This is an optimization exercise on Yosys and OpenROAD, whose aim is small area, a short achievable clock period and few clock cycles per item, not a production implementation.
Where RTL was checked, it was by simulation tests only, not by an equivalence proof against the original.
The RTL of runs 2 to 4 was laid out without a check of its function.
Power figures rest on the tool's default switching activity, not on a simulated workload.

### flow/flow/run.sh
#!/bin/bash
set -euo pipefail
export BUFFER_PORTS_ARGS="-buffer_cell sky130_fd_sc_hd__buf_1"
bash standard.sh ADDER_MAP_FILE= finish > flow.log 2>&1
### flow/standard.sh
#!/bin/bash
# synth_recipe.tcl (not shown) runs the flow's synth.tcl, then flattens the netlist and writes it again
# the make line also repeats each setting of config.mk as NAME=value (left out here)
make -C /OpenROAD-flow-scripts/flow DESIGN_CONFIG=/design/flow/config.mk WORK_HOME=/design/flow/orfs CLKGATE_MAP_FILE= SYNTH_SCRIPT=/design/flow/synth_recipe.tcl "${@:-finish}"
### flow/config.mk
export PLATFORM = sky130hd
export DESIGN_NAME = non_restoring_div
export DESIGN_NICKNAME = non_restoring_div
export VERILOG_FILES = /design/flow/design.v
export SDC_FILE = /design/flow/constraint.sdc
export NUM_CORES = 4
export LEC_CHECK = 0
export ABC_AREA = 1
export CAP_MARGIN = 20
export CORE_MARGIN = 2
export CORE_UTILIZATION = 55
export PLACE_DENSITY = 0.75
export SETUP_SLACK_MARGIN = 2.65
export SLEW_MARGIN = 20
### flow/constraint.sdc
create_clock -name core_clock -period 5.0 [get_ports {clk}]
set_input_delay 1.0000 -clock core_clock [delete_from_list [all_inputs] [get_ports {clk}]]
set_output_delay 1.0000 -clock core_clock [all_outputs]
set_load 0.01 [all_outputs]
### flow/design.v
module non_restoring_div #(parameter N = 16) (
    input  logic clk, rst_n, start,
    input  logic [N-1:0] dividend, divisor,
    output logic [N-1:0] quotient, remainder,
    output logic ready
);
    localparam W = $clog2(N);
    function automatic logic [3:0] lead16(input logic [15:0] x);
        logic [3:0] v;
        logic [1:0] e [4];
        for (int k = 0; k < 4; k++) begin
            v[k] = |x[4*k +: 4];
            e[k] = x[4*k+3] ? 2'd3 : x[4*k+2] ? 2'd2 : x[4*k+1] ? 2'd1 : 2'd0;
        end
        lead16[3] = v[3] | v[2];
        lead16[2] = v[3] | (!v[2] & v[1]);
        lead16[1:0] = v[3] ? e[3] : v[2] ? e[2] : v[1] ? e[1] : e[0];
    endfunction
    function automatic logic [N:0] sub(input logic [N-1:0] x, y, input int M);
        logic [N-1:0] g, p;
        g = ~x & y;
        p = ~(x ^ y);
        for (int l = 0; (2 << l) <= M; l++)
            for (int i = 0; i < M; i++)
                if ((i + 1) % (2 << l) == 0) begin
                    g[i] = g[i] | (p[i] & g[i - (1 << l)]);
                    p[i] = p[i] & p[i - (1 << l)];
                end
        for (int l = $clog2(M) - 2; l >= 0; l--)
            for (int i = 0; i < M; i++)
                if ((i + 1) % (2 << l) == (1 << l) && i >= (2 << l)) begin
                    g[i] = g[i] | (p[i] & g[i - (1 << l)]);
                    p[i] = p[i] & p[i - (1 << l)];
                end
        sub = '0;
        sub[M] = g[M-1];
        sub[N-1:0] = x ^ y ^ {g[N-2:0], 1'b0};
    endfunction
    logic [N-1:0] r, d, q;
    logic [W-1:0] cnt;
    logic         busy, align;
    logic [N:0]   s;
    logic         below, accept, last;
    logic [W-1:0] amt;
    logic [N-1:0] rot;
    logic [N:0]   diff;
    assign s      = sub({{(N-W){1'b0}}, lead16(dividend)},
                        {{(N-W){1'b0}}, lead16(divisor)}, W);
    assign below  = s[W];
    assign accept = start && !busy && divisor != '0;
    assign last   = !align && cnt == '1;
    assign amt    = align ? cnt : '1;
    logic [N-1:0] rot1, rot2, rot4;
    assign rot1 = amt[0] ? {d[N-2:0],    d[N-1]}      : d;
    assign rot2 = amt[1] ? {rot1[N-3:0], rot1[N-1-:2]} : rot1;
    assign rot4 = amt[2] ? {rot2[N-5:0], rot2[N-1-:4]} : rot2;
    assign rot  = amt[3] ? {rot4[N-9:0], rot4[N-1-:8]} : rot4;
    assign diff   = sub(r, d, N);
    always_ff @(posedge clk or negedge rst_n) begin
        if (!rst_n) begin
            busy  <= 1'b0;
            ready <= 1'b0;
        end else if (accept) begin
            busy  <= !below;
            ready <= below;
        end else begin
            busy  <= busy && !last;
            ready <= busy && last;
        end
    end
    always_ff @(posedge clk) begin
        align <= !busy;
        if (!busy) begin
            r   <= dividend;
            d   <= divisor;
            q   <= '0;
            cnt <= s[W-1:0];
        end else begin
            if (!align && !diff[N]) r <= diff[N-1:0];
            d   <= rot;
            q   <= {q[N-2:0], !align && !diff[N]};
            cnt <= cnt - 1'b1;
        end
    end
    assign quotient  = q;
    assign remainder = r;
endmodule
==> results of run 1 <==
## Yosys cell counts (9+ instances only)
| library cell | count | area share, % |
|---|---|---|
| o21ai_2 | 17 | 3.9 |
| nor2_1 | 72 | 7.0 |
| buf_2 | 11 | 1.4 |
| nand2_1 | 177 | 17 |
| xor2_1 | 10 | 2.3 |
| inv_1 | 82 | 8.0 |
| xnor2_1 | 9 | 2.1 |
| o21ai_0 | 18 | 2.3 |
| a21oi_2 | 14 | 3.2 |
| dfxtp_1 | 37 | 19 |
| o21ai_1 | 29 | 3.8 |
| nand2_2 | 13 | 2.1 |
| a21oi_1 | 17 | 2.2 |
| edfxtp_1 | 16 | 13 |
| inv_2 | 9 | 0.88 |
| nand3_1 | 25 | 3.3 |
## layout by cell type, fill, tap and decap left out, types with 2 or more instances in the layout
cell | synthesis | layout
a21oi_1 | 17 | 17
a21oi_2 | 14 | 14
a31oi_1 | 7 | 7
buf_1 | 0 | 67
buf_4 | 0 | 8
clkbuf_8 | 0 | 5
dfxtp_1 | 37 | 37
edfxtp_1 | 16 | 16
inv_1 | 82 | 81
inv_2 | 9 | 10
nand2_1 | 177 | 174
nand2_2 | 13 | 15
nand2_4 | 0 | 2
nand3_1 | 25 | 24
nor2_1 | 72 | 68
nor2_2 | 6 | 8
nor2_4 | 0 | 2
o21ai_0 | 18 | 17
o21ai_1 | 29 | 29
o21ai_2 | 17 | 17
o21bai_1 | 2 | 2
or2_0 | 2 | 2
or2_2 | 4 | 5
xnor2_1 | 9 | 7
xnor2_2 | 0 | 2
xor2_1 | 10 | 10
## path summary, 6_finish.rpt
kind	start	to	cells past startpoint
setup reg to reg	r[10]$_DFFE_PP_	r[3]$_DFFE_PP_	10
max in group asynchronous	rst_n	busy$_DFF_PN0_	1
setup / recovery	dividend[11]	cnt[3]$_DFF_P_	14
min in group asynchronous	rst_n	ready$_DFF_PN0_	1
hold / removal	q[9]$_SDFF_PN0_	q[10]$_SDFF_PN0_	2
hold reg to reg	q[9]$_SDFF_PN0_	q[10]$_SDFF_PN0_	2
## metal layers
metal  GRT usage, %  part of all wire [%]  up-vias
met3           2.84                   5.8        7
met2           40.5                    48      108
li1               -                     -     1982
met4           5.03                  0.85        0
met5              0                     0        -
met1           33.3                    46     1652
## power groups by stage
| stage | sequential [mW] | combinational, mW | clock, mW |
|---|---|---|---|
| floorplan | 0.956 | 1.66 | 0 |
| global placement | 0.975 | 2.01 | 0 |
| detailed placement | 0.979 | 2.07 | 0 |
| CTS | 0.968 | 2.08 | 0.265 |
| global route | 1.01 | 2.50 | 0.284 |
| finish | 0.977 | 2.20 | 0.258 |
## worst max-delay path, delay by kind of cell
family / cells / cell delay [ps]
buf+inv: 1 / 110
simple gates: 12 / 1210
compound gates: 1 / 160
## flip-flops by register name, summed over array words and instances, names as in the netlist
register  cells
d            16
q            16
r            16
cnt           4
align         1
busy          1
ready         1
## layout make-up
cell class | instances | share of cell area, %
multi-input combinational | 430 | 50.1
inverter | 91 | 7.95
clock buffer | 5 | 1.60
timing repair buffer | 76 | 7.89
clock inverter | 3 | 0.524
tap | 80 | 2.33
sequential | 55 | 29.6
## what timing repair did
action                                 4_1_cts  5_1_grt
setup endpoints to repair                   16       19
cloned                                       0        1
resized for setup                            1       16
setup buffers                                0        6
pin swaps                                    0        4
endpoints found under the hold margin        0        0
## kinds of logic (layout without fill, tap and decap cells)
family / count (synthesis) / after routing / share of synthesized area (%)
AND/OR/NAND/NOR: 304 / 305 / 32.5
XOR/XNOR: 19 / 19 / 4.34
buffers and inverters: 114 / 175 / 12.6
flip-flops: 55 / 55 / 33.2
AO/OA/AOI/OAI: 106 / 106 / 17.4
## through the flow
step	utilization [%]	cell area, µm²	total power, mW	cells	worst slack [ps]
after floorplan	-	3830	2.62	598	2800
after global placement	60.1	4060	2.99	724	2500
after detailed placement	60.5	4090	3.05	725	2440
after CTS	61.9	4180	3.32	733	2690
after global routing	63.6	4300	3.79	740	2630
final	63.6	4300	3.43	740	2770
==> run notes, run 1 <==
outcome no timing/DRC/antenna violations; DP HPWL around 7100 µm; Hold Buf Count CTS 0; YS warnings 3; routability cong. between 0.9 and 1; gr usage total 24.1%; RSZ-0062 raised after global routing no; H-Tree Depth 2; Vias 3,749; Final Hold Fails 0; Avg WL per Cell between 10 and 15 µm; row count 30; Slew Viols, Final 0; Seq cells post-synth 55; Via density 5.07; CP Data Arrival Time around 2500 ps; CP dominant cell by count nand2_1; Worst Max-Slew Pin Slew 847 ps; Multi-input gate area approximately 2200 µm²; CORE AREA 6760 µm²; Reg area 1270 µm²; pwr dens 798 nW/µm²; Worst Skew roughly 12 ps; critical-path cell list buf_1 > nor2_1 > nand2_1 > nor2_4 > nand2_1 > nand2_1 > nand2_2 > o21ai_1 > nand2_1 > nand2_1 > nand2_1 > nand2_1 > nand2_1 > nand2_1; Sw Share 51.1%; global-route wire length before repair 14,400 µm; Post-Syn Area roughly 3800 µm²; Worst Hold Slack ~440 ps; required time worst endpoint 5260 ps; area grow syn2layout 12.1%; filler instances 625; Primary FF master, synth dfxtp_1; Tightest Hold Check Type reg -> reg; post-synth cell types 31; Max Root-Sink Buffers 2; Final nets between 600 and 700; Die X 87.5 µm; Skew-Pair Late Insertion Delay roughly 320 ps; Max Clk Rate 0.448 GHz; max_slew headroom 43.5%; # setup viols final 0; async set or reset register ratio after synthesis 3.64%; Port Buffers 67; CTS Buf Count 5; Final period util 44.6%; Combinational Power Share 64.0%; number of inserted diodes 0; CP max-delay cell nand2_1; CTS tree built; sequential share of power 28.5%; layout cell share with drive strength beyond 1 about 14%; DRT antenna net count 0; crit-path max FO 4; Post-synth EDFFs 16; net count after synthesis about 630; DRC 0; startpoint type of the worst setup path primary input; initial antenna violation count 0; sequential-to-total area share from yosys stat approximately a third; setup TNS 0 ps; syn avg cell area 6.41 µm²; CTS root buffer clkbuf_8; Ports 68; VDD IR max ~440 µV; Starting Density between 50% and 60%; Max-Cap Viols 0; Remaining Overflow, GRT 0; clk sink count 55; Mapped Cells 598; total wire length between 9000 and 10,000 µm; Tmin final between 2000 and 2500 ps; CP max stage delay between 150 and 200 ps; r2r setup slk 2840 ps; Internal 1.68 mW; LEAKAGE 2.17 nW; largest net degree at the start of global routing 34; number of global-route vias before repair 3,097; Die Y between 80 and 90 µm; Pre-Repair DR Iteration Count 5; CP endpoint kind flop; CTS clk-pin slew, worst paths 100 ps; Clock Power Share 7.5%; Switch Pwr between 1.5 and 2 mW; DRT iter0 DRCs 314; CP Class in -> reg; Die Area 7650 µm²
Testbench counts, summed over its fixed seeds: cycles 14,556, items 3,200.
==> inputs of run 2 (changes only) <==
--- a/flow/design.v
+++ b/flow/design.v
@@ -48,7 +48,9 @@
                         {{(N-W){1'b0}}, lead16(divisor)}, W);
     assign below  = s[W];
     assign accept = start && !busy && divisor != '0;
-    assign last   = !align && cnt == '1;
+    logic step;
+    assign step   = !align || cnt == '0;
+    assign last   = align ? cnt == '0 : cnt == '1;
     assign amt    = align ? cnt : '1;
     logic [N-1:0] rot1, rot2, rot4;
     assign rot1 = amt[0] ? {d[N-2:0],    d[N-1]}      : d;
@@ -76,9 +78,9 @@
             q   <= '0;
             cnt <= s[W-1:0];
         end else begin
-            if (!align && !diff[N]) r <= diff[N-1:0];
+            if (step && !diff[N]) r <= diff[N-1:0];
             d   <= rot;
-            q   <= {q[N-2:0], !align && !diff[N]};
+            q   <= {q[N-2:0], step && !diff[N]};
             cnt <= cnt - 1'b1;
         end
     end
--- a/flow/config.mk
+++ b/flow/config.mk
@@ -8,7 +8,7 @@
 export ABC_AREA = 1
 export CAP_MARGIN = 20
 export CORE_MARGIN = 2
-export CORE_UTILIZATION = 55
+export CORE_UTILIZATION = 40
 export PLACE_DENSITY = 0.75
-export SETUP_SLACK_MARGIN = 2.65
+export SETUP_SLACK_MARGIN = 2.6
 export SLEW_MARGIN = 20
==> run 2 against run 1 <==
Compared with the run above:
- critical path type is now reg -> reg
- total power grew 0.40%
- worst hold slack got worse by 2.4 ps
- core utilization shrank 17 points
- combinational power increased by 4%
- area after synthesis is 1.1% higher
- sequential share of layout area down 0.10 points
- final cell count up 6.4%
- still clean
- non-clock buffer count is 6 lower
- clock skew increased by 3.4 ps
- die area up 37%
- design area grew 0.35%
==> run notes, run 2 <==
dominant cell type by area after synthesis dfxtp_1; CP Data Arrival Time 2290 ps (-200 ps); Max Clk Rate 0.445 GHz (-0.66%); Seq cells post-synth 55 (unchanged); wire length on met3 414 µm (-21%); Slew Viols, Final 0 (unchanged); synth cell count leaders nand2_1 (176), inv_1 (78), nor2_1 (75); RSZ-0062 raised after global routing yes; clk sink count 55 (unchanged); Pre-Repair DR Iteration Count 5 (unchanged); CTS Buf Count 5 (unchanged); Worst Skew 15.4 ps (+3.38 ps); layout cell share with drive strength beyond 1 14.4% (+0.044 points); global-route wire length before repair 15,900 µm (+11%); Tmin final 2250 ps (+14.9 ps); Worst Max-Slew Pin Slew 932 ps (+85.1 ps); CP endpoint kind flop; Post-synth EDFFs 16 (unchanged); startpoint type of the worst setup path flop; max_slew headroom 37.8% (-5.7 points); number of global-route vias before repair 3,613 (+17%); Reg area 1270 µm² (unchanged); Via density 4.87 (-3.9%); pwr dens 798 nW/µm² (about the same); area grow syn2layout 11.3%; Port Buffers 67 (unchanged); async set or reset register ratio after synthesis 3.64% (unchanged); WL met2 4670 µm (+6.9%); Tightest Hold Check Type in -> async; routability cong. 0.925 (+0.66%); Worst Hold Slack 435 ps (-2.40 ps); Die Area 10,500 µm² (+37%); initial antenna violation count 0 (unchanged); DRC 0 (unchanged); DP Worst Slack 2400 ps (-35.7 ps); post-route setup slack 2750 ps (-14.9 ps); DRT iter0 DRCs 268 (-15%); largest net degree at the start of global routing 53 (+56%); total wire length 9820 µm (+7.3%); DR top layer met4; YS warnings 3 (unchanged); Mapped Cells 603 (+0.84%); Max Root-Sink Buffers 2 (unchanged); Max-Cap Viols 0 (unchanged); Avg WL per Cell 12.5 µm (+0.85%); Starting Density 41.5% (-15 points); Ports 68 (unchanged); Power, Total 3.44 mW (+0.40%); post-CTS setup repair buffer count 0 (unchanged); # setup viols final 0 (unchanged); Vias 3,831 (+2.2%); post-synth cell types 32 (+3.2%); CP max-delay cell edfxtp_1; Worst R2R Path Depth 16 (+6); Remaining Overflow, GRT 0 (unchanged); most frequent cells in the layout nand2_1 (175), inv_1 (78), nor2_1 (73), buf_1 (67), dfxtp_1 (37); CP max stage delay 450 ps (+270 ps); Multi-input gate area 2150 µm² (unchanged); CP dominant cell by count nand2_2; number of inserted diodes 0 (unchanged); VDD IR max 340 µV (-23%); synth top area cells dfxtp_1 (19%), nand2_1 (17%), edfxtp_1 (12%), inv_1 (7.6%), nor2_1 (7.3%); Final Hold Fails 0 (unchanged); Largest regs d (16), q (16), r (16); H-Tree Depth 2 (unchanged); CP Class reg -> reg; DRT antenna net count 0 (unchanged); outcome no timing/DRC/antenna violations; filler instances 973 (+56%); final core utilization 46.3% (-17 points); Die X 102 µm (+17%); Primary FF master, synth dfxtp_1; CTS clk-pin slew, worst paths 110 ps (about the same); CORE AREA 9330 µm² (+38%); M1 WL 4540 µm (+8.6%); sequential-to-total area share from yosys stat 32.8% (-0.35 points); DP HPWL 7740 µm (+9.3%); critical-path cell list inv_1 > nand2_2 > o21ai_2 > nand2_1 > nand2_2 > nand2_1 > nand2_2 > nand2_2 > nand2_2 > nand2_1 > nand2_2 > nand2_2 > nand2_1 > nand2_1 > nand2_1 > nand2_4; crit-path max FO 16 (+12); gr usage total 19.2% (-4.9 points); setup TNS 0 ps (unchanged); row count 35 (+17%); Final period util 44.9% (+0.30 points); LEAKAGE 2.12 nW (-2.3%); required time worst endpoint 5040 ps (-220 ps); Die Y 102 µm (+17%); commonest non-fill, non-tap cell in the layout nand2_1; Skew-Pair Late Insertion Delay 330 ps (about the same); net count after synthesis 638 (+0.79%); post-synth top area share 19.1% (-0.21 points); syn avg cell area 6.43 µm² (+0.24%); CTS root buffer clkbuf_8; count leader, synth nand2_1; Post-Syn Area 3870 µm² (+1.1%); CTS tree built; Final nets 692 (-0.29%)
run 2: cell types whose count changed after synthesis, sizes merged, moves of 2 or more:
| cell | delta |
|---|---|
| inv | +2 |
| buf | -2 |
| clkbuf | +2 |
| nor2 | +3 |
run 2: final timing paths:
check,from,end,slack [ps]
setup / recovery,r[0]$_DFFE_PP_,r[3]$_DFFE_PP_,2750
hold / removal,rst_n,ready$_DFF_PN0_,440
setup reg to reg,r[0]$_DFFE_PP_,r[3]$_DFFE_PP_,2750
hold reg to reg,q[2]$_SDFF_PN0_,q[3]$_SDFF_PN0_,440
max in group asynchronous,rst_n,busy$_DFF_PN0_,4410
min in group core_clock,q[2]$_SDFF_PN0_,q[3]$_SDFF_PN0_,440
run 2: through the flow:
| step | instance area, µm² | cells |
|---|---|---|
| after detailed placement | 4180 | 779 |
| after global routing | 4310 | 787 |
| after floorplan | 3870 | 603 |
| after CTS | 4280 | 787 |
| after global placement | 4180 | 779 |
| final | 4310 | 787 |
run 2: final cells by class:
type,count,area share (%)
Sequential cell,55,29.5
Timing Repair Buffer,70,6.35
Multi-Input combinational cell,432,49.9
Tap cell,129,3.74
Clock buffer,5,1.60
Clock inverter,3,0.783
Inverter,93,8.09
run 2: critical path, delay by kind of cell, from the launching register on:
family / cells / cell delay [ps]
AO/OA/AOI/OAI: 1 / 200
buffers and inverters: 1 / 90
flip-flops: 1 / 450
AND/OR/NAND/NOR: 14 / 1200
run 2: cells by family after synthesis:
group                  share of synthesized area, %
flip-flops                                     32.8
XOR/XNOR                                       4.07
AO/OA/AOI/OAI                                  17.9
buffers and inverters                          12.5
AND/OR/NAND/NOR                                32.8
run 2: layer usage:
metal | track usage (%) | up-vias
li1 | - | 1973
met4 | 6.05 | 0
met3 | 2.87 | 20
met1 | 25.1 | 1730
met5 | 0 | -
met2 | 32.6 | 108
run 2: where the power goes:
group	switching (mW)	total [mW]	leakage (nW)	internal, mW
sequential	0.189	0.893	0.492	0.704
clock	0.169	0.275	0.0515	0.106
combinational	1.50	2.28	1.58	0.779
total	1.86	3.44	2.12	1.59
run 2: repair_timing:
item,CTS,global route
setup endpoints to repair,16,19
gates resized for setup,1,6
hold buffers,0,0
==> inputs of run 3 (changes only) <==
--- a/flow/config.mk
+++ b/flow/config.mk
@@ -10,5 +10,5 @@
 export CORE_MARGIN = 2
 export CORE_UTILIZATION = 40
 export PLACE_DENSITY = 0.75
-export SETUP_SLACK_MARGIN = 2.6
+export SETUP_SLACK_MARGIN = 2.7
 export SLEW_MARGIN = 20
==> run 3 against run 2 <==
Compared with the run above:
- first-iteration DRC count up 9.3%
- clock skew about the same
- via count up 0.21%
- die area unchanged
- routed wire length up 3.9%
- register-to-register slack better by 30 ps
- total power up 2.2%
- combinational power up 3%
==> run notes, run 3 <==
Synth Area in XOR/XNOR 4.07% (unchanged); Max-Cap Viols 0 (unchanged); Die Y 102 µm (unchanged); CP Class reg -> reg; Starting Density 41.5% (unchanged); filler instances 966 (-0.72%); DP HPWL 7740 µm (unchanged); Avg WL per Cell 12.9 µm (+3.5%); count leader, synth nand2_1; multiplexer share of the synthesized area 0% (unchanged); DRT antenna net count 0 (unchanged); largest net degree at the start of global routing 53 (unchanged); simple-gate share of the synthesized area 32.8% (unchanged); compound-gate portion of the synthesized area 17.9% (unchanged); clk sink count 55 (unchanged); required time worst endpoint 5060 ps (+20 ps); RSZ-0062 raised after global routing yes; startpoint type of the worst setup path flop; sequential-to-total area share from yosys stat 32.8% (unchanged); commonest non-fill, non-tap cell in the layout nand2_1; syn avg cell area 6.43 µm² (unchanged); Primary FF master, synth dfxtp_1; initial antenna violation count 0 (unchanged); Worst R2R Path Depth 16 (unchanged); Final nets 695 (+0.43%); dominant cell type by area after synthesis dfxtp_1; row count 35 (unchanged); Pre-Repair DR Iteration Count 4 (-1); Slew Viols, Final 0 (unchanged); number of global-route vias before repair 3,621 (+0.22%); Post-Syn Area 3870 µm² (unchanged); setup TNS 0 ps (unchanged); placed inst area 4180 µm² (unchanged); Remaining Overflow, GRT 0 (unchanged); Seq cells post-synth 55 (unchanged); async set or reset register ratio after synthesis 3.64% (unchanged); Mapped Cells 603 (unchanged); Skew-Pair Late Insertion Delay 330 ps (about the same); # setup viols final 0 (unchanged); adder-cell area share of the yosys netlist 0% (unchanged); DRT iter0 DRCs 293 (+9.3%); YS warnings 3 (unchanged); max_slew headroom 35.6% (-2.2 points); Max Root-Sink Buffers 2 (unchanged); net count after synthesis 638 (unchanged); Via density 4.86 (-0.17%); H-Tree Depth 2 (unchanged); Final period util 44.3% (-0.63 points); CP Data Arrival Time 2270 ps (-20 ps); most frequent cells in the layout nand2_1 (171), inv_1 (78), nor2_1 (68), buf_1 (67), dfxtp_1 (37); RR Endpoint r[14]$_DFFE_PP_; CORE AREA 9330 µm² (unchanged); Worst Skew 15.2 ps (-0.225 ps); Tmin final 2210 ps (-31.7 ps); VDD IR max 323 µV (-4.8%); Max Clk Rate 0.452 GHz (+1.4%); Worst Hold Slack 436 ps (+0.477 ps); CTS clk-pin slew, worst paths 120 ps (about the same); Vias 3,839 (+0.21%); main combinational cell family by area after synthesis simple AND/OR/NAND/NOR gates; Post-Layout Cell Count 790 (+0.38%); Ports 68 (unchanged); Largest regs d (16), q (16), r (16); CP endpoint r[14]$_DFFE_PP_; Worst Max-Slew Pin Slew 965 ps (+33.0 ps); area grow syn2layout 13.6%; synth cell count leaders nand2_1 (176), inv_1 (78), nor2_1 (75); global-route wire length before repair 16,000 µm (about the same); crit path from r[0]$_DFFE_PP_; CTS Buf Count 5 (unchanged); outcome no timing/DRC/antenna violations; Port Buffers 67 (unchanged); synth top area cells dfxtp_1 (19%), nand2_1 (17%), edfxtp_1 (12%), inv_1 (7.6%), nor2_1 (7.3%); RR Startpoint r[0]$_DFFE_PP_; DRC 0 (unchanged); number of inserted diodes 0 (unchanged); pwr dens 799 nW/µm² (+0.12%); Hold Buf Count CTS 0 (unchanged); Final Instance Area 4400 µm² (+2.1%); Final Hold Fails 0 (unchanged); Post-synth EDFFs 16 (unchanged); post-synth cell types 32 (unchanged); total wire length 10,200 µm (+3.9%); LEAKAGE 2.15 nW (+1.4%); # placed instances 779 (unchanged); CTS root buffer clkbuf_8; CTS tree built; CP endpoint kind flop; Die Area 10,500 µm² (unchanged); Tightest Hold Check Type reg -> reg; r2r setup slk 2790 ps (+30 ps); routability cong. 0.925 (unchanged); crit-path max FO 8 (-8); layout cell share with drive strength beyond 1 16.8% (+2.4 points); Die X 102 µm (unchanged); gr usage total 19.2% (unchanged); post-synth top area share 19.1% (unchanged)
-- run 3: cell counts after synthesis --
No cell type changed its count.
-- run 3: kinds of logic (layout without fill, tap and decap cells) --
group,after synthesis,in the layout
DFF,55,55
and+or+nand+nor,308,309
xor gates and xnor gates,18,18
buffers and inverters,116,173
AOI/OAI and AO/OA,106,106
-- run 3: worst max-delay path, stage by stage (launching register included) --
cell and delay [ps]:
edfxtp_1 440, inv_1 90, nand2_2 80, o21ai_4 180, nand2_1 80, nand2_2 100
nand2_1 70, nand2_2 100, nand2_2 70, nand2_2 60, nand2_1 80, nand2_2 80
nand2_2 60, nand2_1 100, nand2_1 90, nand2_4 110, nand2_4 130
-- run 3: final cells by class --
| cell class | count | area, µm² | area share [%] |
|---|---|---|---|
| multi-input cells | 433 | 2230 | 50.6 |
| flip-flops and latches | 55 | 1270 | 28.9 |
| inverters | 93 | 349 | 7.93 |
| repair buffers | 72 | 289 | 6.56 |
| well taps | 129 | 161 | 3.67 |
| clock buffers | 5 | 68.8 | 1.56 |
| clock inverters | 3 | 33.8 | 0.767 |
-- run 3: how the worst min path moves through the flow --
stage / start / end / depth (start not counted)
after global routing: rst_n / ready$_DFF_PN0_ / 1
after CTS: rst_n / ready$_DFF_PN0_ / 1
after global placement: q[10]$_SDFF_PN0_ / q[11]$_SDFF_PN0_ / 2
after detailed placement: q[1]$_SDFF_PN0_ / q[2]$_SDFF_PN0_ / 2
after floorplan: cnt[0]$_DFF_P_ / cnt[0]$_DFF_P_ / 1
final: q[2]$_SDFF_PN0_ / q[3]$_SDFF_PN0_ / 2
-- run 3: repair_timing --
action | in CTS | in global routing
pin swaps | 0 | 2
hold endpoints to repair | 0 | 0
gates resized for setup | 2 | 24
setup endpoints to repair | 16 | 19
cloned | 0 | 1
setup buffers | 0 | 2
-- run 3: per-stage QoR --
step	worst slack [ps]	utilization (%)	power (mW)
after global placement	2450	44.8	3.08
after detailed placement	2400	44.8	3.14
after CTS	2730	46.0	3.43
after global routing	2670	47.2	3.88
final	2790	47.2	3.52
after floorplan	2810	-	2.72
-- run 3: power by group --
| part | internal (mW) | switching, mW | total [mW] |
|---|---|---|---|
| clock network | 0.106 | 0.167 | 0.273 |
| logic | 0.804 | 1.54 | 2.35 |
| registers | 0.704 | 0.197 | 0.901 |
-- run 3: routing by layer --
layer  share of wire (%)  track usage (%)  up-vias
met5                   0                0        -
met4                 1.8             6.05        0
met3                 4.4             2.87       20
met2                  48             32.8      115
met1                  46             24.9     1727
li1                    -                -     1977
==> inputs of run 4 (changes only) <==
--- a/flow/config.mk
+++ b/flow/config.mk
@@ -9,6 +9,6 @@
 export CAP_MARGIN = 20
 export CORE_MARGIN = 2
 export CORE_UTILIZATION = 40
-export PLACE_DENSITY = 0.75
-export SETUP_SLACK_MARGIN = 2.7
+export PLACE_DENSITY = 0.85
+export SETUP_SLACK_MARGIN = 2.6
 export SLEW_MARGIN = 20
==> run 4 against run 3 <==
Compared with the run above:
- sequential share of layout area is 0.54 points higher
- worst hold slack better by 3.9 ps
- via count is 0.13% lower
- maximum frequency up 0.60%
- total power down 2.3%
- first-iteration DRC count decreased by 27%
- final cell count is 0.13% lower
==> run notes, run 4 <==
pwr dens 796 nW/µm² (-0.49%); dominant cell type by area after synthesis dfxtp_1; Final Hold Fails 0 (unchanged); DP Worst Slack 2380 ps (-23.2 ps); H-Tree Depth 2 (unchanged); Post-synth EDFFs 16 (unchanged); async set or reset register ratio after synthesis 3.64% (unchanged); Tmin final 2200 ps (-13.1 ps); Slew Viols, Final 0 (unchanged); Pre-Repair DR Iteration Count 5 (+1); largest net degree at the start of global routing 34 (-36%); Skew-Pair Late Insertion Delay 330 ps (about the same); number of global-route vias before repair 3,543 (-2.2%); Seq cells post-synth 55 (unchanged); row count 35 (unchanged); CTS Buf Count 5 (unchanged); global-route wire length before repair 15,700 µm (-1.8%); RSZ-0062 raised after global routing no; Starting Density 41.5% (unchanged); gr usage total 18.8% (-0.43 points); CTS tree built; Max Clk Rate 0.454 GHz (+0.60%); setup TNS 0 ps (unchanged); Die Area 10,500 µm² (unchanged); Post-Syn Area 3870 µm² (unchanged); DRT iter0 DRCs 213 (-27%); clk sink count 55 (unchanged); count leader, synth nand2_1; CTS root buffer clkbuf_8; DRT antenna net count 0 (unchanged); Remaining Overflow, GRT 0 (unchanged); Max Root-Sink Buffers 2 (unchanged); Power, Total 3.44 mW (-2.3%); Port Buffers 67 (unchanged); post-route setup slack 2800 ps (+13.1 ps); Via density 4.86 (about the same); CP Class in -> reg; required time worst endpoint 5280 ps (+220 ps); Primary FF master, synth dfxtp_1; syn avg cell area 6.43 µm² (unchanged); Worst Skew 8.60 ps (-6.62 ps); max_slew headroom 37.5% (+1.9 points); VDD IR max 317 µV (-1.9%); DP HPWL 7360 µm (-4.9%); startpoint type of the worst setup path primary input; Die X 102 µm (unchanged); Die Y 102 µm (unchanged); Max-Cap Viols 0 (unchanged); layout cell share with drive strength beyond 1 14.8% (-1.9 points); CP Data Arrival Time 2480 ps (+210 ps); CTS clk-pin slew, worst paths 110 ps (about the same); placed inst area 4180 µm² (unchanged); Largest regs d (16), q (16), r (16); net count after synthesis 638 (unchanged); total wire length 9510 µm (-6.7%); DRC 0 (unchanged); post-synth cell types 32 (unchanged); initial antenna violation count 0 (unchanged); CP endpoint kind flop; routability cong. 0.913 (-1.4%); sequential-to-total area share from yosys stat 32.8% (unchanged); Mapped Cells 603 (unchanged); synth top area cells dfxtp_1 (19%), nand2_1 (17%), edfxtp_1 (12%), inv_1 (7.6%), nor2_1 (7.3%); area grow syn2layout 11.6%; synth cell count leaders nand2_1 (176), inv_1 (78), nor2_1 (75); Worst Max-Slew Pin Slew 937 ps (-28.2 ps); crit-path max FO 3 (-5); final core utilization 46.3% (-0.86 points); Vias 3,834 (-0.13%); Final Instance Area 4320 µm² (-1.8%); # setup viols final 0 (unchanged); LEAKAGE 2.13 nW (-1.1%); most frequent cells in the layout nand2_1 (173), inv_1 (78), nor2_1 (72), buf_1 (67), dfxtp_1 (37); Avg WL per Cell 12.1 µm (-6.6%); Tightest Hold Check Type in -> async; Final nets 694 (-0.14%); outcome no timing/DRC/antenna violations; Final period util 44.0% (-0.26 points); YS warnings 3 (unchanged); commonest non-fill, non-tap cell in the layout nand2_1; CORE AREA 9330 µm² (unchanged); Ports 68 (unchanged); number of inserted diodes 0 (unchanged); post-synth top area share 19.1% (unchanged)
-- run 4: cell types whose count changed in the layout (fill, tap and decap cells not counted), moves of 2 or more --
cell / change
o21ai_0: +2
nand2_1: +2
xnor2_1: +2
xnor2_2: -2
nor2_1: +4
nor2_2: -3
-- run 4: final timing paths --
kind / startpoint / to / slack (ps) / cells after the start
setup / recovery: dividend[2] / cnt[3]$_DFF_P_ / 2800 / 15
hold / removal: rst_n / ready$_DFF_PN0_ / 440 / 1
setup reg to reg: r[0]$_DFFE_PP_ / r[1]$_DFFE_PP_ / 2800 / 16
hold reg to reg: q[14]$_SDFF_PN0_ / q[15]$_SDFF_PN0_ / 440 / 2
max in group asynchronous: rst_n / busy$_DFF_PN0_ / 4420 / 1
min in group core_clock: q[14]$_SDFF_PN0_ / q[15]$_SDFF_PN0_ / 440 / 2
-- run 4: timing repair --
action	CTS	global route
hold endpoints to repair	0	0
pin swaps	0	2
gates cloned	0	1
gates resized for setup	1	7
hold buffers	0	0
setup endpoints to repair	16	19
setup buffers	0	1
-- run 4: cell type report --
cell class / instances / area, µm²
clock buffers: 5 / 68.8
clock inverters: 3 / 33.8
fillers: 955 / 5000
inverters: 93 / 349
multi-input cells: 433 / 2160
flip-flops and latches: 55 / 1270
well taps: 129 / 161
repair buffers: 71 / 282
-- run 4: layer usage --
layer | vias up | track usage [%] | share of wire (%)
li1 | 1980 | - | -
met1 | 1727 | 23.7 | 45
met2 | 113 | 32.7 | 47
met3 | 14 | 3.83 | 6.4
met4 | 0 | 4.72 | 1.5
met5 | - | 0 | 0
-- run 4: cells by family (layout without fill, tap and decap cells) --
logic type / after synthesis / count (layout) / synth area share (%)
DFF: 55 / 55 / 32.8
xor gates and xnor gates: 18 / 18 / 4.07
buffers and inverters: 116 / 172 / 12.5
AOI/OAI and AO/OA: 106 / 106 / 17.9
and+or+nand+nor: 308 / 309 / 32.8
-- run 4: critical path, cell delays in order --
cell	delay (ps)
buf_1	100
inv_1	70
a21oi_1	210
nand2_1	80
o21ai_0	120
nand2_1	90
nand2_1	130
nand2_2	90
o21ai_2	160
nand2_1	100
nand2_1	70
nand2_1	80
nand2_1	60
nand2_1	40
nand2_1	80
-- run 4: per-stage QoR --
step | std cells | hold slack [ps]
after global placement | 779 | 416
after global routing | 789 | 437
after detailed placement | 779 | 427
after floorplan | 603 | 446
final | 789 | 439
after CTS | 787 | 442
-- run 4: report_power, final --
group / total [mW] / leakage (nW) / internal (mW) / switching [mW]
Combinational: 2.26 / 1.58 / 0.781 / 1.48
Sequential: 0.902 / 0.492 / 0.703 / 0.199
Clock: 0.277 / 0.0515 / 0.106 / 0.172
==> inputs of run 5 (changes only) <==
--- a/flow/design.v
+++ b/flow/design.v
@@ -51,12 +51,12 @@
     logic step;
     assign step   = !align || cnt == '0;
     assign last   = align ? cnt == '0 : cnt == '1;
-    assign amt    = align ? cnt : '1;
+    assign amt    = cnt;
     logic [N-1:0] rot1, rot2, rot4;
-    assign rot1 = amt[0] ? {d[N-2:0],    d[N-1]}      : d;
-    assign rot2 = amt[1] ? {rot1[N-3:0], rot1[N-1-:2]} : rot1;
-    assign rot4 = amt[2] ? {rot2[N-5:0], rot2[N-1-:4]} : rot2;
-    assign rot  = amt[3] ? {rot4[N-9:0], rot4[N-1-:8]} : rot4;
+    assign rot1 = amt[0] ? {d[N-2:0],    1'b0}  : d;
+    assign rot2 = amt[1] ? {rot1[N-3:0], 2'b0}  : rot1;
+    assign rot4 = amt[2] ? {rot2[N-5:0], 4'b0}  : rot2;
+    assign rot  = amt[3] ? {rot4[N-9:0], 8'b0}  : rot4;
     assign diff   = sub(r, d, N);
     always_ff @(posedge clk or negedge rst_n) begin
         if (!rst_n) begin
@@ -79,7 +79,7 @@
             cnt <= s[W-1:0];
         end else begin
             if (step && !diff[N]) r <= diff[N-1:0];
-            d   <= rot;
+            d   <= align ? rot : d >> 1;
             q   <= {q[N-2:0], step && !diff[N]};
             cnt <= cnt - 1'b1;
         end
==> run 5 against run 4 <==
Compared with the run above:
- still clean on timing, DRC and antenna
- register-to-register slack improved by 20 ps
- core utilization increased by 0.80 points
- clock skew increased by 6.7 ps
- via count decreased by 0.63%
- final cell count decreased by 6.7%
==> run notes, run 5 <==
CP max-delay cell nand3_1; CTS tree built; M3 GR Usage 3.58% (-0.25 points); max_slew headroom 56.1% (+19 points); Starting Density 41.6% (+0.048 points); YS warnings 3 (unchanged); largest net degree at the start of global routing 40 (+18%); Largest regs d (16), q (16), r (16); grt met1 use 26.2% (+2.6 points); CTS clk-pin slew, worst paths 110 ps (about the same); # setup viols final 0 (unchanged); Avg WL per Cell 13.5 µm (+12%); async set or reset register ratio after synthesis 3.64% (unchanged); count leader, synth nand2_1; row count 34 (-2.9%); Max-Cap Viols 0 (unchanged); Die Area 9890 µm² (-5.7%); H-Tree Depth 2 (unchanged); Tightest Hold Check Type reg -> reg; Tmin final 2250 ps (+53.5 ps); post-synth cell types 38 (+19%); Worst Max-Slew Pin Slew 658 ps (-279 ps); Max Clk Rate 0.444 GHz (-2.4%); Final nets 662 (-4.6%); Final Hold Fails 0 (unchanged); layout cell share with drive strength beyond 1 8.76% (-6.1 points); Via density 5.18 (+6.5%); LEAKAGE 1.99 nW (-6.3%); synth top area cells dfxtp_1 (19%), nand2_1 (16%), edfxtp_1 (15%), inv_1 (7.8%), nor2_1 (7.5%); VDD IR max 230 µV (-28%); Die X 99.5 µm (-2.9%); critical-path cell list buf_1 > nor2_1 > nand3_1 > nor2_4 > nand2_1 > nand2_1 > inv_1 > nand2_1 > o21ai_2 > nand2_2 > nand2_1 > nand2_1 > nand2_1 > nand2_1 > nand2_1; pwr dens 724 nW/µm² (-9.0%); Vias 3,810 (-0.63%); net count after synthesis 603 (-5.5%); sequential-to-total area share from yosys stat 35.4% (+2.6 points); Max Root-Sink Buffers 2 (unchanged); CTS Buf Count 5 (unchanged); CP endpoint kind flop; Post-Syn Area 3640 µm² (-5.9%); crit-path max FO 5 (+2); CORE AREA 8760 µm² (-6.0%); Port Buffers 67 (unchanged); filler instances 895 (-6.3%); DP HPWL 7350 µm (about the same); Seq cells post-synth 55 (unchanged); Post-synth EDFFs 18 (+2); syn avg cell area 6.42 µm² (-0.15%); Pre-Repair DR Iteration Count 5 (unchanged); Slew Viols, Final 0 (unchanged); dominant cell type by area after synthesis dfxtp_1; DRC 0 (unchanged); synth cell count leaders nand2_1 (155), inv_1 (76), nor2_1 (73); startpoint type of the worst setup path primary input; CP dominant cell by count nand2_1; Hold Buf Count CTS 0 (unchanged); Primary FF master, synth dfxtp_1; Skew-Pair Late Insertion Delay 330 ps (about the same); total wire length 9910 µm (+4.2%); post-synth top area share 19.2% (+0.11 points); CTS root buffer clkbuf_8; commonest non-fill, non-tap cell in the layout nand2_1; most frequent cells in the layout nand2_1 (154), inv_1 (76), nor2_1 (70), buf_1 (67), o21ai_0 (51); global-route wire length before repair 16,500 µm (+5.5%); Final period util 45.1% (+1.1 points); required time worst endpoint 5220 ps (-60 ps); CP max stage delay 240 ps (+30 ps); GR Layer Usage met2 34.3% (+1.6 points); gr usage total 20.5% (+1.7 points); number of inserted diodes 0 (unchanged); Remaining Overflow, GRT 0 (unchanged); Die Y 99.5 µm (-2.9%); Mapped Cells 568 (-5.8%); Worst Skew 15.3 ps (+6.74 ps); setup TNS 0 ps (unchanged); RSZ-0062 raised after global routing no; final core utilization 47.1% (+0.80 points); CP Class in -> reg; number of global-route vias before repair 3,616 (+2.1%); clk sink count 55 (unchanged); outcome no timing/DRC/antenna violations; routability cong. 0.947 (+3.7%); DRT iter0 DRCs 300 (+41%); DRT antenna net count 0 (unchanged); initial antenna violation count 0 (unchanged); CP Data Arrival Time 2480 ps (about the same); GRT busiest layer met2; Ports 68 (unchanged); area grow syn2layout 13.4%
run 5: kinds of logic (layout without fill, tap and decap cells):
| group | count (synthesis) | in the layout | share of synthesized area (%) |
|---|---|---|---|
| buffers and inverters | 102 | 162 | 10.6 |
| XOR/XNOR | 13 | 13 | 3.12 |
| AND/OR/NAND/NOR | 285 | 285 | 32.7 |
| multiplexers | 2 | 2 | 0.549 |
| AO/OA/AOI/OAI | 111 | 111 | 17.5 |
| flip-flops | 55 | 55 | 35.4 |
run 5: path summary, 6_finish.rpt:
path / startpoint / endpoint / slack, ps / cells after the start
setup / recovery: divisor[11] / ready$_DFF_PN0_ / 2750 / 15
hold / removal: q[8]$_SDFF_PN0_ / q[9]$_SDFF_PN0_ / 430 / 2
setup reg to reg: r[0]$_DFFE_PP_ / r[1]$_DFFE_PP_ / 2820 / 16
hold reg to reg: q[8]$_SDFF_PN0_ / q[9]$_SDFF_PN0_ / 430 / 2
max in group asynchronous: rst_n / busy$_DFF_PN0_ / 4400 / 1
min in group asynchronous: rst_n / ready$_DFF_PN0_ / 460 / 1
run 5: layout make-up:
cell class / count / area [µm²] / area share (%)
inverters: 81 / 308 / 7.45
flip-flops and latches: 55 / 1290 / 31.3
repair buffers: 73 / 297 / 7.18
well taps: 108 / 135 / 3.27
clock inverters: 3 / 33.8 / 0.818
clock buffers: 5 / 68.8 / 1.67
multi-input cells: 411 / 2000 / 48.4
run 5: critical path: cells and delay by family:
| family | cells | cell delay (ps) |
|---|---|---|
| AO/OA/AOI/OAI | 1 | 80 |
| AND/OR/NAND/NOR | 12 | 1240 |
| buffers and inverters | 2 | 160 |
run 5: what timing repair did:
item	in CTS	in global routing
endpoints found under the setup margin	16	24
buffers inserted	0	3
resized for setup	1	8
gates cloned	0	0
run 5: layer usage:
| metal | vias to the layer above | part of all wire, % |
|---|---|---|
| li1 | 1933 | - |
| met1 | 1714 | 44 |
| met2 | 139 | 47 |
| met3 | 24 | 6.3 |
| met4 | 0 | 3.3 |
| met5 | - | 0 |
run 5: report_power, final:
| part | internal, mW | switching, mW |
|---|---|---|
| Combinational | 0.623 | 1.17 |
| Clock | 0.107 | 0.174 |
| Sequential | 0.705 | 0.216 |
run 5: through the flow:
| step | hold slack (ps) | worst slack [ps] | instances | area (µm²) | power (mW) |
|---|---|---|---|---|---|
| after floorplan | 461 | 2820 | 568 | 3640 | 2.25 |
| final | 431 | 2750 | 736 | 4130 | 2.99 |
| after global routing | 439 | 2600 | 736 | 4130 | 3.30 |
| after CTS | 430 | 2660 | 733 | 4080 | 2.95 |
| after global placement | 423 | 2420 | 725 | 3970 | 2.64 |
| after detailed placement | 428 | 2380 | 725 | 3970 | 2.66 |
Testbench counts of run 5, summed over its fixed seeds: cycles 14,351, items 3,200.
==> inputs of run 6 (changes only) <==
--- a/flow/config.mk
+++ b/flow/config.mk
@@ -8,7 +8,7 @@
 export ABC_AREA = 1
 export CAP_MARGIN = 20
 export CORE_MARGIN = 2
-export CORE_UTILIZATION = 40
+export CORE_UTILIZATION = 45
 export PLACE_DENSITY = 0.85
 export SETUP_SLACK_MARGIN = 2.6
 export SLEW_MARGIN = 20
==> run 6 against run 5 <==
Compared with the run above:
- design area fell by 0.79%
- combinational power rose by 2%
- area after synthesis did not move
- sequential power barely moved
- first-iteration DRC count rose by 27%
- non-clock buffer count rose by 1
- sequential cell count did not move
- maximum frequency fell by 4.0%
- core utilization rose by 5.6 points
- clock skew fell by 3.6 ps
- global-route usage rose by 3.1 points
- critical path type is now reg -> reg
==> run notes, run 6 <==
filler instances 829 (-7.4%); Final Hold Fails 0 (unchanged); number of global-route vias before repair 3,613 (-0.083%); post-synth top area share 19.2% (unchanged); Via density 5.32 (+2.8%); setup TNS 0 ps (unchanged); dominant cell type by area after synthesis dfxtp_1; Largest regs d (16), q (16), r (16); gr usage total 23.5% (+3.1 points); net count after synthesis 603 (unchanged); routability cong. 0.913 (-3.5%); Final nets 663 (+0.15%); Tightest Hold Check Type in -> async; Clock Power Share 8.7% (-0.7 points); sequential-to-total area share from yosys stat 35.4% (unchanged); Seq cells post-synth 55 (unchanged); global-route wire length before repair 16,500 µm (-0.29%); crit-path max FO 13 (+8); CP endpoint kind flop; Mapped Cells 568 (unchanged); CTS tree built; Remaining Overflow, GRT 0 (unchanged); Post-Syn Area 3640 µm² (unchanged); clk sink count 55 (unchanged); max_slew headroom 58.9% (+2.8 points); pwr dens 737 nW/µm² (+1.7%); initial antenna violation count 0 (unchanged); Hold Buf Count CTS 0 (unchanged); RSZ-0062 raised after global routing no; Internal 1.44 mW (about the same); placed inst area 3960 µm² (-0.19%); DP HPWL 7790 µm (+6.0%); CORE AREA 7770 µm² (-11%); Primary FF master, synth dfxtp_1; Worst R2R Path Depth 5 (-11); RR Startpoint cnt[1]$_DFF_P_; Max-Cap Viols 0 (unchanged); Sw Share 52.4% (+0.41 points); Port Buffers 67 (unchanged); Vias 3,891 (+2.1%); DRT antenna net count 0 (unchanged); Power, Total 3.02 mW (+0.93%); Skew-Pair Late Insertion Delay 320 ps (about the same); r2r setup slk 2650 ps (-170 ps); main combinational cell family by area after synthesis simple AND/OR/NAND/NOR gates; Pre-Repair DR Iteration Count 6 (+1); Starting Density 46.9% (+5.3 points); post-route setup slack 2650 ps (-92.8 ps); Die Area 8840 µm² (-11%); LEAKAGE 1.99 nW (about the same); H-Tree Depth 2 (unchanged); VDD IR max 296 µV (+29%); synth cell count leaders nand2_1 (155), inv_1 (76), nor2_1 (73); simple-gate share of the synthesized area 32.7% (unchanged); syn avg cell area 6.42 µm² (unchanged); outcome no timing/DRC/antenna violations; count leader, synth nand2_1; Final period util 46.9% (+1.9 points); sequential share of power 30.6% (-0.2 points); CTS clk-pin slew, worst paths 110 ps (about the same); Post-synth EDFFs 18 (unchanged); adder-cell area share of the yosys netlist 0% (unchanged); post-synth cell types 38 (unchanged); layout cell share with drive strength beyond 1 8.43% (-0.33 points); CTS Buf Count 5 (unchanged); compound-gate portion of the synthesized area 17.5% (unchanged); Slew Viols, Final 0 (unchanged); CP Class reg -> reg; largest net degree at the start of global routing 39 (-2.5%); number of inserted diodes 0 (unchanged); synth top area cells dfxtp_1 (19%), nand2_1 (16%), edfxtp_1 (15%), inv_1 (7.8%), nor2_1 (7.5%); most frequent cells in the layout nand2_1 (154), inv_1 (76), nor2_1 (72), buf_1 (67), o21ai_0 (51); Final Instance Area 4100 µm² (-0.79%); Max Root-Sink Buffers 2 (unchanged); commonest non-fill, non-tap cell in the layout nand2_1; Synth Area in XOR/XNOR 3.12% (unchanged); async set or reset register ratio after synthesis 3.64% (unchanged); Tmin final 2350 ps (+92.8 ps); CTS root buffer clkbuf_8; total wire length 10,300 µm (+4.1%); DRC 0 (unchanged); Worst Skew 11.8 ps (-3.57 ps); Switch Pwr 1.58 mW (+1.7%); Ports 68 (unchanged); DRT iter0 DRCs 382 (+27%); Worst Max-Slew Pin Slew 609 ps (-49.3 ps); DP Worst Slack 2360 ps (-16.7 ps); # setup viols final 0 (unchanged); CP Data Arrival Time 2400 ps (-80 ps); required time worst endpoint 5050 ps (-170 ps); Avg WL per Cell 14.1 µm (+4.8%); final core utilization 52.8% (+5.6 points); Combinational Power Share 60.7% (+0.9 points); row count 32 (-5.9%); multiplexer share of the synthesized area 0.549% (unchanged); startpoint type of the worst setup path flop; Max Clk Rate 0.426 GHz (-4.0%); Die Y 94.0 µm (-5.5%); area grow syn2layout 12.5%; RR Endpoint d[15]$_DFFE_PP_; crit path from cnt[1]$_DFF_P_; Die X 94.0 µm (-5.5%); YS warnings 3 (unchanged)
-- run 6: critical path, stage by stage, from the launching register on --
cell,delay (ps)
dfxtp_1,680
clkinvlp_4,370
buf_4,240
o21ai_0,150
o21ai_0,120
o311ai_0,520
-- run 6: layout make-up --
cell class,instances,area [µm²],area share [%]
multi-input combinational,411,1980,48.2
clock buffer,5,68.8,1.68
timing repair buffer,74,304,7.42
clock inverter,3,23.8,0.580
sequential,55,1290,31.5
tap,102,128,3.11
inverter,81,308,7.51
-- run 6: worst max path at each step --
stage | end | depth (start not counted)
3_5_place_dp | r[7]$_DFFE_PP_ | 16
6_report | d[15]$_DFFE_PP_ | 5
4_1_cts | r[1]$_DFFE_PP_ | 10
5_1_grt | r[2]$_DFFE_PP_ | 10
2_1_floorplan | ready$_DFF_PN0_ | 14
3_3_place_gp | ready$_DFF_PN0_ | 15
-- run 6: cell families (layout without fill, tap and decap cells) --
| logic type | count (synthesis) | count (layout) |
|---|---|---|
| and+or+nand+nor | 285 | 285 |
| DFF | 55 | 55 |
| AOI/OAI and AO/OA | 111 | 111 |
| xor gates and xnor gates | 13 | 13 |
| muxes | 2 | 2 |
| buffers and inverters | 102 | 163 |
-- run 6: layer usage --
layer	GRT usage [%]	up-vias	wire length [µm]
met5	0	-	0
met4	6.64	0	225
met3	3.61	25	761
met2	41.1	171	4880
met1	30.1	1767	4450
li1	-	1928	-
-- run 6: power by group through the flow --
stage	registers [mW]	clock network, mW	logic [mW]
floorplan	0.866	0	1.38
global placement	0.921	0	1.71
detailed placement	0.929	0	1.77
CTS	0.916	0.272	1.78
global route	0.953	0.287	2.06
finish	0.923	0.264	1.83
-- run 6: metrics by stage --
step / instances / hold WS, ps
finish: 731 / 440
global route: 731 / 432
CTS: 727 / 433
detailed placement: 719 / 428
global placement: 719 / 424
floorplan: 568 / 461
-- run 6: what timing repair did --
item                                    in CTS  in global routing
endpoints found under the hold margin        0                  0
endpoints found under the setup margin      16                 17
setup buffers                                0                  4
resized for setup                            1                  3
==> inputs of run 7 (changes only) <==
--- a/flow/config.mk
+++ b/flow/config.mk
@@ -8,7 +8,7 @@
 export ABC_AREA = 1
 export CAP_MARGIN = 20
 export CORE_MARGIN = 2
-export CORE_UTILIZATION = 45
+export CORE_UTILIZATION = 50
 export PLACE_DENSITY = 0.85
 export SETUP_SLACK_MARGIN = 2.6
 export SLEW_MARGIN = 20
==> run 7 against run 6 <==
Compared with the run above:
- global-route usage rose by 2.0 points
- sequential power barely moved
- core utilization rose by 4.6 points
- final cell count fell by 0.96%
- combinational power barely moved
- synthesized cell count did not move
- clock power rose by 6%
- routed wire length fell by 4.3%
- critical path type is now in -> reg
- largest power group unchanged
==> run notes, run 7 <==
outcome no timing/DRC/antenna violations; RSZ-0062 raised after global routing no; H-Tree Depth 2 (unchanged); Via density 5.29 (-0.62%); most frequent cells in the layout nand2_1 (154), inv_1 (76), nor2_1 (69), buf_1 (67), o21ai_0 (51); CTS root buffer clkbuf_8; synth cell count leaders nand2_1 (155), inv_1 (76), nor2_1 (73); number of inserted diodes 0 (unchanged); area grow syn2layout 12.3%; Primary FF master, synth dfxtp_1; Max-Cap Viols 0 (unchanged); CP endpoint kind flop; Tightest Hold Check Type in -> async; Power, Total 3.00 mW (-0.53%); Final period util 44.0% (-2.9 points); row count 31 (-3.1%); routability cong. 0.964 (+5.5%); Starting Density 51.1% (+4.1 points); Post-Syn Area 3640 µm² (unchanged); Final Hold Fails 0 (unchanged); synth top area cells dfxtp_1 (19%), nand2_1 (16%), edfxtp_1 (15%), inv_1 (7.8%), nor2_1 (7.5%); filler instances 728 (-12%); Worst Skew 7.95 ps (-3.82 ps); Largest regs d (16), q (16), r (16); Pre-Repair DR Iteration Count 5 (-1); CP endpoint busy$_DFF_PN0_; Seq cells post-synth 55 (unchanged); r2r setup slk 2800 ps (+140 ps); DP HPWL 7400 µm (-5.1%); commonest non-fill, non-tap cell in the layout nand2_1; Die X 89.4 µm (-4.9%); Avg WL per Cell 13.6 µm (-3.4%); global-route wire length before repair 16,000 µm (-3.0%); Max Clk Rate 0.454 GHz (+6.6%); clk sink count 55 (unchanged); CTS Buf Count 5 (unchanged); number of global-route vias before repair 3,493 (-3.3%); pwr dens 734 nW/µm² (-0.34%); Crit path depth 13 (+8); DRC 0 (unchanged); LEAKAGE 1.97 nW (-0.94%); post-CTS sizing 1 (unchanged); RR Startpoint r[0]$_DFFE_PP_; VDD IR max 282 µV (-4.6%); layout cell share with drive strength beyond 1 8.48% (+0.054 points); RR Endpoint r[3]$_DFFE_PP_; CP Class in -> reg; dominant cell type by area after synthesis dfxtp_1; setup TNS 0 ps (unchanged); DRT antenna net count 0 (unchanged); CP max stage delay 200 ps (-480 ps); gr usage total 25.5% (+2.0 points); placed inst area 3960 µm² (about the same); buffer and inverter count on the worst path 1 (-1); crit-path max FO 3 (-10); post-CTS setup repair buffer count 0 (unchanged); CTS tree built; # setup viols final 0 (unchanged); async set or reset register ratio after synthesis 3.64% (unchanged); post-synth cell types 38 (unchanged); Mapped Cells 568 (unchanged); sequential-to-total area share from yosys stat 35.4% (unchanged); Skew-Pair Late Insertion Delay 320 ps (about the same); critical-path cell list buf_1 > nor2_1 > nand2_1 > nor2_2 > nand2_1 > nand2_1 > nand2_1 > o21ai_2 > nand2_2 > nand2_1 > nand2_1 > nand3_1 > nand2_1; max_slew headroom 60.1% (+1.2 points); Worst R2R Path Depth 16 (+11); largest net degree at the start of global routing 40 (+2.6%); required time worst endpoint 5220 ps (+170 ps); CP max-delay cell nor2_2; Worst Hold Slack 439 ps (-0.345 ps); Port Buffers 67 (unchanged); startpoint type of the worst setup path primary input; YS warnings 3 (unchanged); Tmin final 2200 ps (-145 ps); post-synth top area share 19.2% (unchanged); Max Root-Sink Buffers 2 (unchanged); Ports 68 (unchanged); Final Instance Area 4090 µm² (-0.18%); CP dominant cell by count nand2_1; CTS clk-pin slew, worst paths 110 ps (about the same); DRT iter0 DRCs 395 (+3.4%); CP Data Arrival Time 2420 ps (+20 ps); Remaining Overflow, GRT 0 (unchanged); CORE AREA 7140 µm² (-8.1%); Final nets 659 (-0.60%); Worst Max-Slew Pin Slew 597 ps (-12.6 ps); Hold Buf Count CTS 0 (unchanged); initial antenna violation count 0 (unchanged); count leader, synth nand2_1; Post-synth EDFFs 18 (unchanged); Slew Viols, Final 0 (unchanged); syn avg cell area 6.42 µm² (unchanged); Top Family by Delay on Critical Path simple AND/OR/NAND/NOR gates; net count after synthesis 603 (unchanged); Vias 3,830 (-1.6%); Die Y 89.4 µm (-4.9%); crit path from dividend[8]; total wire length 9870 µm (-4.3%); Die Area 7990 µm² (-9.6%)
==> run 7: routing by layer <==
metal,track usage [%],vias up,wire length [µm]
li1,-,1920,-
met1,34.8,1743,4340
met2,42.2,153,4750
met3,3.79,14,610
met4,7.33,0,170
met5,0,-,0
==> run 7: layout make-up <==
| class | count | area [µm²] | share of cell area (%) |
|---|---|---|---|
| Multi-Input combinational cell | 411 | 2000 | 48.8 |
| Sequential cell | 55 | 1290 | 31.6 |
| Inverter | 81 | 308 | 7.52 |
| Timing Repair Buffer | 70 | 274 | 6.70 |
| Tap cell | 99 | 124 | 3.03 |
| Clock buffer | 5 | 68.8 | 1.68 |
| Clock inverter | 3 | 28.8 | 0.703 |
==> run 7: worst min path at each step <==
stage,end,depth (start not counted),startpoint
floorplan,q[10]$_SDFF_PN0_,2,q[9]$_SDFF_PN0_
global placement,q[9]$_SDFF_PN0_,2,q[8]$_SDFF_PN0_
detailed placement,q[8]$_SDFF_PN0_,2,q[7]$_SDFF_PN0_
CTS,ready$_DFF_PN0_,1,rst_n
global route,busy$_DFF_PN0_,1,rst_n
finish,ready$_DFF_PN0_,1,rst_n
==> run 7: metrics by stage <==
| stage | instances | util (%) | worst slack (ps) |
|---|---|---|---|
| 3_5_place_dp | 716 | 55.5 | 2370 |
| 5_1_grt | 724 | 57.3 | 2630 |
| 2_1_floorplan | 568 | - | 2820 |
| 4_1_cts | 724 | 56.9 | 2630 |
| 3_3_place_gp | 716 | 55.5 | 2440 |
| 6_report | 724 | 57.3 | 2800 |
==> run 7: cells by family (layout without fill, tap and decap cells) <==
group	after synthesis	in the layout	synth area share, %
buffers and inverters	102	159	10.6
AND/OR/NAND/NOR	285	285	32.7
flip-flops	55	55	35.4
XOR/XNOR	13	13	3.12
multiplexers	2	2	0.549
AO/OA/AOI/OAI	111	111	17.5
==> run 7: power by group <==
group | switching [mW] | internal (mW)
Combinational | 1.19 | 0.613
Clock | 0.174 | 0.106
Sequential | 0.215 | 0.705
Total | 1.58 | 1.42
==> run 7: worst register-to-register path, stage by stage (launching register included) <==
cell and delay, ps:
edfxtp_1 440, inv_1 90, nand2_2 90, o21ai_4 200, nand2_2 90, nand2_4 90, nand2_2 50, nand2_2 100
nand2_2 70, nand2_2 70, nand2_2 60, nand2_2 60, nand2_2 60, nand2_2 70, nand2_1 50, nand2_1 170
nand2_8 170
==> inputs of run 8 (changes only) <==
--- a/flow/config.mk
+++ b/flow/config.mk
@@ -11,4 +11,4 @@
 export CORE_UTILIZATION = 50
 export PLACE_DENSITY = 0.85
 export SETUP_SLACK_MARGIN = 2.6
-export SLEW_MARGIN = 20
+export SLEW_MARGIN = 85
==> run 8 against run 7 <==
Compared with the run above:
- still clean
- final cell count increased by 2.6%
- first-iteration DRC count increased by 4.6%
- sequential share of layout area fell by 3.3 points
- total power grew 20%
- routed wire length grew 12%
- global-route usage grew 1.7 points
- sequential cell count is the same
- design area increased by 14%
- non-clock buffer count rose by 19
- core utilization grew 8.0 points
- largest cell class unchanged
==> run notes, run 8 <==
Sw Share 51.0% (-1.5 points); Post-synth EDFFs 18 (unchanged); Slew Viols, Final 0 (unchanged); Remaining Overflow, GRT 0 (unchanged); clk sink count 55 (unchanged); post-synth cell types 38 (unchanged); Final Hold Fails 0 (unchanged); Via density 5.48 (+3.6%); Die Area 7990 µm² (unchanged); RR Endpoint d[15]$_DFFE_PP_; Worst Skew 15.1 ps (+7.12 ps); main combinational cell family by area after synthesis simple AND/OR/NAND/NOR gates; adder-cell area share of the yosys netlist 0% (unchanged); number of inserted diodes 0 (unchanged); YS warnings 3 (unchanged); Tmin final 2330 ps (+129 ps); RSZ-0062 raised after global routing no; simple-gate share of the synthesized area 32.7% (unchanged); max_slew headroom 84.5% (+24 points); Starting Density 51.1% (unchanged); row count 31 (unchanged); Tightest Hold Check Type in -> async; syn avg cell area 6.42 µm² (unchanged); Port Buffers 67 (unchanged); Post-Syn Area 3640 µm² (unchanged); Clock Power Share 7.9% (-1.5 points); largest net degree at the start of global routing 34 (-15%); Combinational Power Share 65.8% (+5.8 points); count leader, synth nand2_1; Mapped Cells 568 (unchanged); RR Startpoint cnt[0]$_DFF_P_; startpoint type of the worst setup path flop; Power, Total 3.61 mW (+20%); commonest non-fill, non-tap cell in the layout nand2_1; global-route wire length before repair 16,900 µm (+6.0%); DRC 0 (unchanged); Worst R2R Path Depth 10 (-6); layout cell share with drive strength beyond 1 20.2% (+12 points); async set or reset register ratio after synthesis 3.64% (unchanged); CP Class reg -> reg; area grow syn2layout 27.8%; crit path from cnt[0]$_DFF_P_; DP HPWL 7920 µm (+7.1%); CP Data Arrival Time 2540 ps (+120 ps); Max-Cap Viols 0 (unchanged); net count after synthesis 603 (unchanged); LEAKAGE 2.18 nW (+10%); multiplexer share of the synthesized area 0.549% (unchanged); Vias 4,072 (+6.3%); Largest regs d (16), q (16), r (16); setup TNS 0 ps (unchanged); sequential-to-total area share from yosys stat 35.4% (unchanged); Skew-Pair Late Insertion Delay 330 ps (about the same); initial antenna violation count 0 (unchanged); crit-path max FO 16 (+13); DRT antenna net count 0 (unchanged); CTS root buffer clkbuf_8; dominant cell type by area after synthesis dfxtp_1; CORE AREA 7140 µm² (unchanged); Pre-Repair DR Iteration Count 6 (+1); Primary FF master, synth dfxtp_1; routability cong. 0.964 (unchanged); CTS clk-pin slew, worst paths 120 ps (about the same); Final nets 678 (+2.9%); DRT iter0 DRCs 413 (+4.6%); r2r setup slk 2670 ps (-130 ps); CTS tree built; Ports 68 (unchanged); Internal 1.77 mW (+24%); total wire length 11,100 µm (+12%); VDD IR max 359 µV (+27%); Die X 89.4 µm (unchanged); Final period util 46.6% (+2.6 points); Die Y 89.4 µm (unchanged); Synth Area in XOR/XNOR 3.12% (unchanged); H-Tree Depth 2 (unchanged); Max Root-Sink Buffers 2 (unchanged); compound-gate portion of the synthesized area 17.5% (unchanged); synth top area cells dfxtp_1 (19%), nand2_1 (16%), edfxtp_1 (15%), inv_1 (7.8%), nor2_1 (7.5%); CP endpoint d[15]$_DFFE_PP_; required time worst endpoint 5210 ps (about the same); gr usage total 27.3% (+1.7 points); synth cell count leaders nand2_1 (155), inv_1 (76), nor2_1 (73); CP endpoint kind flop; Switch Pwr 1.84 mW (+17%); sequential share of power 26.4% (-4.2 points); Seq cells post-synth 55 (unchanged); outcome no timing/DRC/antenna violations; Worst Max-Slew Pin Slew 231 ps (-365 ps); number of global-route vias before repair 3,703 (+6.0%); Avg WL per Cell 14.9 µm (+9.6%); # setup viols final 0 (unchanged); Max Clk Rate 0.429 GHz (-5.5%); pwr dens 775 nW/µm² (+5.6%); most frequent cells in the layout nand2_1 (151), inv_1 (70), buf_1 (66), nor2_1 (59), dfxtp_1 (26); CTS Buf Count 5 (unchanged); post-synth top area share 19.2% (unchanged)
[run 8: cell counts after synthesis]
Identical to the previous run, type by type.
[run 8: how the worst min path moves through the flow]
stage / endpoint
after floorplan: q[10]$_SDFF_PN0_
after global placement: q[9]$_SDFF_PN0_
after detailed placement: q[9]$_SDFF_PN0_
after CTS: busy$_DFF_PN0_
after global routing: busy$_DFF_PN0_
final: busy$_DFF_PN0_
[run 8: cell type report]
type	count	area (µm²)
Fill cell	633	2480
Multi-Input combinational cell	411	2260
Sequential cell	55	1320
Timing Repair Buffer	89	536
Inverter	81	314
Tap cell	99	124
Clock buffer	5	68.8
Clock inverter	3	33.8
[run 8: metrics by stage]
stage / std cells / hold slack [ps] / setup slack, ps / instance area, µm² / utilization (%)
detailed placement: 725 / 428 / 2070 / 4240 / 59.4
global placement: 716 / 423 / 2440 / 3960 / 55.5
finish: 743 / 425 / 2670 / 4660 / 65.3
CTS: 734 / 423 / 2470 / 4400 / 61.7
global route: 743 / 415 / 2600 / 4660 / 65.3
floorplan: 568 / 461 / 2820 / 3640 / -
[run 8: layer usage]
layer	track usage (%)	wire length (µm)
met1	35.2	4560
met2	44.8	5240
met3	5.17	858
met4	11.1	439
met5	0	0
[run 8: logic make-up (layout without fill, tap and decap cells)]
logic type	count (synthesis)	count (layout)
simple gates	285	285
xor+xnor	13	13
flops	55	55
buf+inv	102	178
mux	2	2
compound gates	111	111
[run 8: power groups by stage]
stage               registers [mW]  clock network, mW  logic [mW]
floorplan                    0.866                  0        1.38
global placement             0.916                  0        1.70
finish                       0.952              0.284        2.37
CTS                          0.967              0.285        2.07
global route                 0.973              0.303        2.60
detailed placement           0.968                  0        2.01
[run 8: critical path, cell delays in order, from the launching register on]
cell,delay [ps]
dfxtp_4,400
bufbuf_16,300
o21ai_4,190
nand2_1,70
nand2_1,120
nand2_1,80
o21ai_2,100
nand3_2,120
o311ai_4,100
clkdlybuf4s15_1,230
clkdlybuf4s50_1,500
[run 8: repair_timing]
item / in CTS / in global routing
hold buffers: 0 / 0
setup buffers: 0 / 4
pin swaps: 0 / 5
setup endpoints to repair: 7 / 14
resized for setup: 11 / 20
gates cloned: 1 / 1

port drivers added, routing unchanged:
No port has a modelled driver above. Below, the same layouts with a new extraction and two added sets of constraints. Step 1: set_driving_cell puts a clkbuf_16 on clk and a buf_2 on each other input, an assumption about the parent block. Step 2 times the ports against the registers' clock, not the clock port: input delays grow and output delays shrink by t, the midpoint of the rising clock arrivals with the driver on. Slacks: no drivers / after step 1 / after step 2; pairs: no drivers / after step 1.
run	shift t [ns]	setup slack, ns	slew at the worst register clock pin (ns)
run 1	0.345	2.770 / 2.779 / 2.434	0.11 / 0.11
run 2	0.354	2.755 / 2.755 / 2.443	0.12 / 0.12
run 3	0.351	2.786 / 2.786 / 2.476	0.12 / 0.12
run 4	0.353	2.799 / 2.804 / 2.451	0.11 / 0.11
run 5	0.350	2.746 / 2.751 / 2.402	0.12 / 0.12
run 6	0.345	2.653 / 2.653 / 2.361	0.11 / 0.11
run 7	0.351	2.798 / 2.802 / 2.458	0.12 / 0.12
run 8	0.354	2.669 / 2.669 / 2.387	0.12 / 0.12
After both steps every run listed still meets setup and hold. For run 4, which loses most, drivers alone change the setup slack by +0.005 ns; drivers and shift together by -0.348 ns.
